This design comes from an exercise in tuning for small area and a short achievable clock period on the open sky130 flow, not from production work.
The RTL was checked by simulation tests, not by an equivalence proof against the original design.
The flow treats the clock pin as an ideal source. Dropping or thinning the clock tree relies on that and would not hold on a real chip.
Power figures rest on the tool's default switching activity, not on a simulated workload.

Setup of lagoon:
// fifo
module fifo(input [8-1:0]  data_in,
            input write_enb,
            input read,
            output [8-1:0] data_out,
            output reg full,
            output reg empty,
            input clock,
            input reset
           );
Size: ~730 cells after synthesis, roughly 22 I/O pins, ~0.011 mm^2 of cells after synthesis.
==> flow/config.mk <==
export PLATFORM = sky130hd
export DESIGN_NAME = fifo
export DESIGN_NICKNAME = fifo
export VERILOG_FILES = /design/flow/design.v
export SDC_FILE = /design/flow/constraint.sdc
export NUM_CORES = 4
export LEC_CHECK = 0
export ABC_CLOCK_PERIOD_IN_PS = 1600
export CAP_MARGIN = 20
export CORE_MARGIN = 2
export CORE_UTILIZATION = 40
export SETUP_SLACK_MARGIN = 1.9
export SLEW_MARGIN = 20
==> flow/constraint.sdc <==
create_clock -name core_clock -period 3.5 [get_ports {clock}]
set_input_delay 0.7000 -clock core_clock [delete_from_list [all_inputs] [get_ports {clock}]]
set_output_delay 0.7000 -clock core_clock [all_outputs]
set_load 0.01 [all_outputs]
run.sh (not shown) runs the stock make flow with config.mk's settings and CLKGATE_MAP_FILE= SYNTH_SCRIPT=/design/flow/synth_recipe.tcl, a recipe that flattens the netlist after the stock synthesis.
diff inputs: lagoon => willow
- changing SETUP_SLACK_MARGIN from 1.9 to 1.5
Results
- willow ends up with higher violation count after the first detailed-route iteration than lagoon does.
- Against lagoon, willow reports a cell count that is lower.
- Power after layout: willow higher than lagoon
- In the route summary, willow ends up with a via count below that of lagoon.
- Wire length on met3 delta for willow relative to lagoon: 11% higher
- The highest metal layer with signal wires comes out met5 in one run and met4 in the other, namely in willow and lagoon respectively.
- In willow, the final-layout fill cell count came out 99 above the value in lagoon.

---

Setup of maple:
Another version of the RTL of fifo (not shown whole).
For scale: roughly 610 cells after synthesis, ~10000 sq um of cells after synthesis.
==> flow/config.mk <==
export PLATFORM = sky130hd
export DESIGN_NAME = fifo
export DESIGN_NICKNAME = fifo
export VERILOG_FILES = /design/flow/design.v
export SDC_FILE = /design/flow/constraint.sdc
export NUM_CORES = 4
export LEC_CHECK = 0
export CAP_MARGIN = 20
export CORE_MARGIN = 2
export CORE_UTILIZATION = 50
export PLACE_DENSITY = 0.8
export SETUP_SLACK_MARGIN = 1.95
export SLEW_MARGIN = 20
export SYNTH_HIERARCHICAL = 1
export TNS_END_PERCENT = 10
==> flow/constraint.sdc <==
create_clock -name core_clock -period 3.5 [get_ports {clock}]
set_input_delay 0.7000 -clock core_clock [delete_from_list [all_inputs] [get_ports {clock}]]
set_output_delay 0.7000 -clock core_clock [all_outputs]
set_load 0.01 [all_outputs]
standard.sh (not shown) runs the stock make flow with config.mk's settings and CLKGATE_MAP_FILE= SYNTH_SCRIPT=/design/flow/synth_recipe.tcl, a recipe that flattens the netlist after the stock synthesis.
==> flow/flow/run.sh <==
#!/bin/bash
set -euo pipefail
here=$(pwd)
res=$here/orfs/results/sky130hd/fifo/base
export BUFFER_PORTS_ARGS="-buffer_cell sky130_fd_sc_hd__buf_2"
export MY_CTS_K=18 MY_CTS_LEAF=sky130_fd_sc_hd__clkbuf_8 MY_CTS_ROOT=sky130_fd_sc_hd__clkbuf_8
bash standard.sh synth > synth.log 2>&1
bash standard.sh run RUN_SCRIPT=$here/flow/downsize.tcl RUN_LOG_NAME_STEM=1_4_downsize > downsize.log 2>&1
grep -q "^downsize:" downsize.log
touch $res/1_synth.sdc
bash standard.sh place > place.log 2>&1
bash standard.sh run RUN_SCRIPT=$here/flow/my_cts.tcl RUN_LOG_NAME_STEM=4_1_cts_custom > cts.log 2>&1
test -f $res/4_1_cts.odb
cp $res/4_1_cts.odb $res/4_cts.odb
touch $res/4_cts.sdc
bash standard.sh finish > finish.log 2>&1
Other scripts of this flow, unchanged in this note and not shown: flow/flow/downsize.tcl, flow/flow/my_cts.tcl
Looking at the reports, maple completed the entire flow and the layout it produced met the timing, DRC and antenna checks.
--- input diff maple..indigo ---
- PLACE_DENSITY no longer set, was 0.8
- CORE_UTILIZATION now 60, was 50
### Flow results
- Summary of indigo over maple: worst hold slack went up 15 ps; count of flip-flops and latches held; wire length held; global-route total usage across every layer went up 5.8 points; cell area went up about 1%.
- indigo vs maple, worst setup path startpoint: can[2] vs write_enb
The inputs of nickel differ from those of indigo as listed below.
- CORE_UTILIZATION: 60 -> 50
==> comparison <==
| combinational share of power | nickel vs indigo | ≈ equal |. Compared with indigo, nickel shows arrival time at the worst endpoint lower by 800 ps. When nickel is measured against indigo, its cell area after placement turns out about 0.55% higher. nickel reports its startpoint of the most critical setup path as head[4] while indigo reports can[2]. Diff indigo -> nickel | total placed cells including tap cells | up by a few percent. NOTE: inserted tap cell count in nickel exceeds that of indigo. Comparing nickel and indigo, the higher power per unit of standard cell area is on nickel. Start-to-end type of the worst setup path: reg2reg -> indigo, reg2out -> nickel. nickel against indigo; net load switching power is up by a few percent.
In every run of this note, the design's own scripts or RTL, not TritonCTS, make the clock network.

static timing again, ports no longer ideal:
The flow's constraints put no driver on any port. The routed layouts listed below were extracted and timed again, unchanged, in two steps.
Step 1: set_driving_cell puts a clkbuf_16 on clock and a buf_2 on each other input, an assumption about the parent block.
Step 2 moves the port delays by t, midway between the first and last clock arrival at a register: inputs arrive t later, outputs are due t later. That takes back most of the time a late clock gives input paths.
Slacks: ideal / step 1 / step 2; pairs: ideal / step 1.
| run | t (ns) | slack for setup (ns) | latest minus earliest clock arrival (ns) | slew at the worst register clock pin (ns) |
|---|---|---|---|---|
| lagoon | 0.609 | 1.680 / 1.678 / 1.123 | 0.016 / 0.017 | 0.07 / 0.07 |
| willow | 0.618 | 1.310 / 1.333 / 0.715 | 0.017 / 0.016 | 0.07 / 0.07 |
| maple | 0.384 | 1.891 / 1.852 / 1.562 | 0.050 / 0.049 | 0.10 / 0.10 |
| indigo | 0.397 | 1.859 / 1.831 / 1.610 | 0.064 / 0.064 | 0.10 / 0.10 |
| nickel | 0.393 | 1.911 / 1.835 / 1.576 | 0.041 / 0.040 | 0.11 / 0.11 |
After both steps every run listed still meets setup and hold. For willow, which loses most, drivers alone change the setup slack by +0.023 ns; drivers and shift together by -0.595 ns.
